Background: an optimization exercise with open tools, aiming at small area. Do not read the settings as production practice.
In this exercise RTL edits were held to simulation tests only and were not proved equivalent to the original.
Power is estimated from default activity; no workload was simulated.

build 51:
## TopModule
module TopModule(
        input logic clk,
        input logic rst,
        input middleB,
        input upB,
        input leftB,
        input rightB,
        input downB,
        input [15:0] sw,
        output logic [6:0] seg,
        output logic dp,
        output logic [3:0] an,
        output logic [15:0] led
    );
Size: about 1200 cells after synthesis, ~51 I/O pins.
Settings: LEC_CHECK=0, ABC_AREA=1, CAP_MARGIN=20, CORE_MARGIN=2, CORE_UTILIZATION=40, GPL_TIMING_DRIVEN=0, SLEW_MARGIN=20; clock period 6.0 ns.
standard.sh (not shown) runs the stock make flow with config.mk's settings and CLKGATE_MAP_FILE= SYNTH_SCRIPT=/design/flow/synth_recipe.tcl, a recipe that flattens the netlist after the stock synthesis.
==> flow/flow/run.sh <==
#!/bin/bash
# Own layout flow: the standard synthesis, then the combinational logic
# between the (unchanged) registers is re-mapped by ABC with a stronger
# area script, then the standard layout from that netlist on, with
# clock-tree and port-buffer options for area. Each tool logs to its own file.
set -euo pipefail
HERE=$(pwd)
RES=$HERE/orfs/results/$FLOW_PLATFORM/TopModule/base
LIB=$FLOW_HOME/platforms/$FLOW_PLATFORM/lib/sky130_fd_sc_hd__tt_025C_1v80.lib

# 1. standard synthesis (the standard flow's own, unchanged)
bash standard.sh synth > log_synth.txt 2>&1

# 2. re-map the combinational logic; registers stay as they are
cp $RES/1_2_yosys.v $HERE/netlist_std.v
cp $RES/1_2_yosys.v $RES/1_2_yosys_std.v
python3 flow/split_lib.py $LIB $HERE/comb.lib $HERE/seq.lib > log_split.txt 2>&1
DU=""
for c in $(grep -A40 '^export DONT_USE_CELLS' $FLOW_HOME/platforms/$FLOW_PLATFORM/config.mk | grep -o 'sky130_fd_sc_hd__[a-z0-9_]*'); do
  DU="$DU -dont_use $c"
done
cat > $HERE/reopt.ys <<EOY
read_liberty -ignore_miss_func -ignore_miss_data_latch $HERE/comb.lib
read_liberty -lib $HERE/seq.lib
read_verilog $HERE/netlist_std.v
hierarchy -top $FLOW_TOP
flatten
opt_clean -purge
abc -script $HERE/flow/abc_area.script -liberty $LIB $DU
opt_clean -purge
hilomap -singleton -hicell sky130_fd_sc_hd__conb_1 HI -locell sky130_fd_sc_hd__conb_1 LO
splitnets
opt_clean -purge
insbuf -buf sky130_fd_sc_hd__buf_4 A X
tee -o $HERE/reopt_stat.txt stat -liberty $LIB
write_verilog -noattr -nohex -nodec $HERE/netlist_reopt.v
EOY
yosys -l log_reopt.txt -q -s $HERE/reopt.ys > /dev/null 2>&1
rm -f $HERE/comb.lib $HERE/seq.lib
cp $HERE/netlist_reopt.v $RES/1_2_yosys.v
touch $RES/1_2_yosys.v

# 3. the rest of the standard layout
export CTS_ARGS="-sink_clustering_enable -repair_clock_nets -dont_use_dummy_load -buf_list sky130_fd_sc_hd__clkbuf_8 -sink_clustering_size 20 -sink_clustering_max_diameter 60"
export BUFFER_PORTS_ARGS="-buffer_cell sky130_fd_sc_hd__buf_1"
bash standard.sh > log_layout.txt 2>&1
Other scripts of this flow, unchanged in this note and not shown: flow/flow/abc_area.script, flow/flow/split_lib.py
Here is what was changed in the inputs of build 28 compared with build 51.
- PLACE_DENSITY: unset -> 0.85
- GPL_ROUTABILITY_DRIVEN: unset -> 0
diff --git a/flow/flow/run.sh b/flow/flow/run.sh
--- a/flow/flow/run.sh
+++ b/flow/flow/run.sh
@@ -43,3 +43,3 @@
 # 3. the rest of the standard layout
-export CTS_ARGS="-sink_clustering_enable -repair_clock_nets -dont_use_dummy_load -buf_list sky130_fd_sc_hd__clkbuf_8 -sink_clustering_size 20 -sink_clustering_max_diameter 60"
+export CTS_ARGS="-sink_clustering_enable -repair_clock_nets -dont_use_dummy_load -buf_list sky130_fd_sc_hd__clkbuf_8 -sink_clustering_size 16 -sink_clustering_max_diameter 60"
 export BUFFER_PORTS_ARGS="-buffer_cell sky130_fd_sc_hd__buf_1"
==> comparison <==
In build 28, register-to-register slack is lower than in build 51.
In the tables for build 28 and build 51, via count reads higher with build 28.
Taking build 51 as the reference, in build 28 total power density per cell area fell by 4.6 nW/µm²; total instance count after detailed placement roughly the same.
Changes in build 61 relative to build 28:
- swapping 40 for 55 in CORE_UTILIZATION
- clearing GPL_ROUTABILITY_DRIVEN, which used to be 0
- clearing PLACE_DENSITY, which used to be 0.85
diff --git a/flow/flow/run.sh b/flow/flow/run.sh
--- a/flow/flow/run.sh
+++ b/flow/flow/run.sh
@@ -43,3 +43,3 @@
 # 3. the rest of the standard layout
-export CTS_ARGS="-sink_clustering_enable -repair_clock_nets -dont_use_dummy_load -buf_list sky130_fd_sc_hd__clkbuf_8 -sink_clustering_size 16 -sink_clustering_max_diameter 60"
+export CTS_ARGS="-sink_clustering_enable -repair_clock_nets -dont_use_dummy_load -buf_list sky130_fd_sc_hd__clkbuf_8 -sink_clustering_size 20 -sink_clustering_max_diameter 60"
 export BUFFER_PORTS_ARGS="-buffer_cell sky130_fd_sc_hd__buf_1"
[summary]
Every stage of the flow completed for build 61, and the final layout passed the timing, DRC and antenna checks. Leakage component of the power went up slightly going from build 28 to build 61. Total global-route track usage: build 61 vs build 28 up 12 points. Compared to build 28, build 61 has maximum number of pins on one net before global-route repair 8.9% lower. Cell at the slowest stage of the critical path: nand3_1 -> build 28, nor4_1 -> build 61. Re share of cell area taken by flip-flops and latches: build 61 is 0.15 points up on build 28. Per the comparison of build 61 with build 28, final routed wire length divided by cell count rose by 3.6 µm, final area saw little to no change, met2 global-route usage rose by 15 points, combinational cell fraction of total power now sits at about the same level, number of detailed-routing iterations run before antenna repair went down 4.
[inputs] build 74 vs build 61
- PLACE_DENSITY: unset -> 0.75
- CORE_UTILIZATION: 55 -> 40
diff --git a/flow/flow/run.sh b/flow/flow/run.sh
--- a/flow/flow/run.sh
+++ b/flow/flow/run.sh
@@ -43,3 +43,3 @@
 # 3. the rest of the standard layout
-export CTS_ARGS="-sink_clustering_enable -repair_clock_nets -dont_use_dummy_load -buf_list sky130_fd_sc_hd__clkbuf_8 -sink_clustering_size 20 -sink_clustering_max_diameter 60"
+export CTS_ARGS="-sink_clustering_enable -repair_clock_nets -dont_use_dummy_load -buf_list sky130_fd_sc_hd__clkbuf_8 -sink_clustering_size 16 -sink_clustering_max_diameter 60"
 export BUFFER_PORTS_ARGS="-buffer_cell sky130_fd_sc_hd__buf_1"
### Flow results
Of build 61 and build 74, the run reporting the lower fraction of layout cells with a size suffix above 1 was build 74.
For the die area, build 74 came in 37% higher than build 61 did.
Compared with build 61, build 74 shows clock-buffer cell count lower by 3.
Changes observed in build 74 relative to build 61: total power consumption of the routed design shrank by 1.0%; number of buffers created by CTS moved down.
What build 42 does differently from build 74 at the input level:
- removing PLACE_DENSITY (formerly 0.75)
diff --git a/flow/flow/run.sh b/flow/flow/run.sh
--- a/flow/flow/run.sh
+++ b/flow/flow/run.sh
@@ -43,3 +43,3 @@
 # 3. the rest of the standard layout
-export CTS_ARGS="-sink_clustering_enable -repair_clock_nets -dont_use_dummy_load -buf_list sky130_fd_sc_hd__clkbuf_8 -sink_clustering_size 16 -sink_clustering_max_diameter 60"
+export CTS_ARGS="-sink_clustering_enable -repair_clock_nets -dont_use_dummy_load -buf_list sky130_fd_sc_hd__clkbuf_16 -sink_clustering_size 30 -sink_clustering_max_diameter 60"
 export BUFFER_PORTS_ARGS="-buffer_cell sky130_fd_sc_hd__buf_1"
[summary]
- Build 42 vs. build 74: placed cell area picked up an extra 0.62%; final period demand of the worst path shrank by 0.017 ns.
- Build 74 → build 42: overall via count from detail_route saw a decrease; final critical-path share of the clock period shows a reduction of 0.28 points; netlist area before placement shows no meaningful change; cell area picked up an extra 3.0%; signed area change from the synthesized netlist to the final layout went up 3.3 points.
- Of build 74 and build 42, the run reporting the higher critical path data arrival time was build 74.
- | slack of the worst reg-to-reg path | build 42 vs build 74 | 0.08 ns lower |
- Sum of internal, switching and leakage power, build 74 and build 42: higher on build 42
- Amount of wire on met3 after detailed routing ends up lower on build 42.

* * *

TopModule again, from the RTL that the note above started with.
==> flow/config.mk <==
export PLATFORM = sky130hd
export DESIGN_NAME = TopModule
export DESIGN_NICKNAME = TopModule
export VERILOG_FILES = /design/flow/design.v
export SDC_FILE = /design/flow/constraint.sdc
export NUM_CORES = 4
export LEC_CHECK = 0
export ABC_AREA = 1
export CAP_MARGIN = 20
export CORE_MARGIN = 2
export CORE_UTILIZATION = 40
export GPL_TIMING_DRIVEN = 0
export PLACE_DENSITY = 0.85
export SLEW_MARGIN = 20
==> flow/constraint.sdc <==
create_clock -name core_clock -period 6.0 [get_ports {clk}]
set_input_delay 1.2000 -clock core_clock [delete_from_list [all_inputs] [get_ports {clk}]]
set_output_delay 1.2000 -clock core_clock [all_outputs]
set_load 0.01 [all_outputs]
==> flow/flow/run.sh <==
#!/bin/bash
# Own layout flow: the standard synthesis, then the combinational logic
# between the (unchanged) registers is re-mapped by ABC with a stronger
# area script, then the standard layout from that netlist on, with
# clock-tree and port-buffer options for area. Each tool logs to its own file.
set -euo pipefail
HERE=$(pwd)
RES=$HERE/orfs/results/$FLOW_PLATFORM/TopModule/base
LIB=$FLOW_HOME/platforms/$FLOW_PLATFORM/lib/sky130_fd_sc_hd__tt_025C_1v80.lib

# 1. standard synthesis (the standard flow's own, unchanged)
bash standard.sh synth > log_synth.txt 2>&1

# 2. re-map the combinational logic; registers stay as they are
cp $RES/1_2_yosys.v $HERE/netlist_std.v
cp $RES/1_2_yosys.v $RES/1_2_yosys_std.v
python3 flow/split_lib.py $LIB $HERE/comb.lib $HERE/seq.lib > log_split.txt 2>&1
DU=""
for c in $(grep -A40 '^export DONT_USE_CELLS' $FLOW_HOME/platforms/$FLOW_PLATFORM/config.mk | grep -o 'sky130_fd_sc_hd__[a-z0-9_]*'); do
  DU="$DU -dont_use $c"
done
cat > $HERE/reopt.ys <<EOY
read_liberty -ignore_miss_func -ignore_miss_data_latch $HERE/comb.lib
read_liberty -lib $HERE/seq.lib
read_verilog $HERE/netlist_std.v
hierarchy -top $FLOW_TOP
flatten
opt_clean -purge
abc -script $HERE/flow/abc_area.script -liberty $LIB $DU
opt_clean -purge
hilomap -singleton -hicell sky130_fd_sc_hd__conb_1 HI -locell sky130_fd_sc_hd__conb_1 LO
splitnets
opt_clean -purge
insbuf -buf sky130_fd_sc_hd__buf_4 A X
tee -o $HERE/reopt_stat.txt stat -liberty $LIB
write_verilog -noattr -nohex -nodec $HERE/netlist_reopt.v
EOY
yosys -l log_reopt.txt -q -s $HERE/reopt.ys > /dev/null 2>&1
rm -f $HERE/comb.lib $HERE/seq.lib
cp $HERE/netlist_reopt.v $RES/1_2_yosys.v
touch $RES/1_2_yosys.v

# 3. the rest of the standard layout
export CTS_ARGS="-sink_clustering_enable -repair_clock_nets -dont_use_dummy_load -buf_list sky130_fd_sc_hd__clkbuf_4 -sink_clustering_size 10 -sink_clustering_max_diameter 40"
export BUFFER_PORTS_ARGS="-buffer_cell sky130_fd_sc_hd__buf_1"
bash standard.sh > log_layout.txt 2>&1
==> flow/flow/abc_area.script <==
strash; balance; rewrite; refactor; balance; rewrite; rewrite -z; balance; refactor -z; rewrite -z; balance; dc2; balance; rewrite; refactor; balance; rewrite; rewrite -z; balance; refactor -z; rewrite -z; balance; &get -n; &dch -f; &nf -p -R 1000 -F 8 -A 4; &put; topo
Other scripts of this flow, unchanged in this note and not shown: flow/flow/split_lib.py
The first run completed without violations.
==> next run, changes <==
--- a/flow/flow/run.sh
+++ b/flow/flow/run.sh
@@ -43,3 +43,3 @@
 # 3. the rest of the standard layout
-export CTS_ARGS="-sink_clustering_enable -repair_clock_nets -dont_use_dummy_load -buf_list sky130_fd_sc_hd__clkbuf_4 -sink_clustering_size 10 -sink_clustering_max_diameter 40"
+export CTS_ARGS="-sink_clustering_enable -repair_clock_nets -dont_use_dummy_load -buf_list sky130_fd_sc_hd__clkbuf_8 -sink_clustering_size 20 -sink_clustering_max_diameter 60"
 export BUFFER_PORTS_ARGS="-buffer_cell sky130_fd_sc_hd__buf_1"
==> flow/flow/abc_area.script (replaced) <==
strash; balance; rewrite; refactor; balance; rewrite; rewrite -z; balance; refactor -z; rewrite -z; balance; dc2; balance; rewrite; refactor; balance; rewrite; rewrite -z; balance; refactor -z; rewrite -z; balance; &get -n; &dch -f; &nf -p -R 1000 -F 8 -A 4; &put; topo; strash; &get -n; &dch -f; &nf -p -R 1000 -F 8 -A 4; &put; topo
CAP_MARGIN = 10   (was 20)
PLACE_DENSITY = not set   (was 0.85)
SLEW_MARGIN = 10   (was 20)
- Now the flow completed, yet does not pass: max-capacitance violations, max-slew violations
- synthesized area decreases by about 0.65%
- total power came out higher by about 0.8%
- fmax is lower by about 4.5%
- via count shrinks by about 6%
- final cell count drops by 1.8%

separate check: timing with driven ports:
The results above use ideal ports. As a check the final layouts listed here were re-extracted and re-timed, cells and wires unchanged.
Step 1 assumes that a clkbuf_16 drives the clock port and a buf_2 every other input.
Step 2 moves the port delays by t, midway between the first and last clock arrival at a register: inputs arrive t later, outputs are due t later. That takes back most of the time a late clock gives input paths.
a / b / c = no drivers / after step 1 / after step 2; a / b = the first two.
run	t (ns)	slack for setup (ns)	worst setup path at the end	worst data-port slew with drivers (ns)	pins driven straight from the clock port
build 51	0.630	0.679 / 0.629 / 1.259	register to output	0.04	1
build 28	0.613	0.801 / 0.756 / 1.216	register to register	0.04	1
build 61	0.632	0.626 / 0.579 / 1.211	register to output	0.03	1
build 74	0.631	0.681 / 0.637 / 1.268	register to output	0.04	1
build 42	0.602	0.698 / 0.646 / 1.248	register to output	0.04	1
the first run of note 2	0.720	0.724 / 0.681 / 1.216	register to register	0.03	1
the second run of note 2	0.621	0.476 / 0.431 / 1.052	register to output	0.03	1
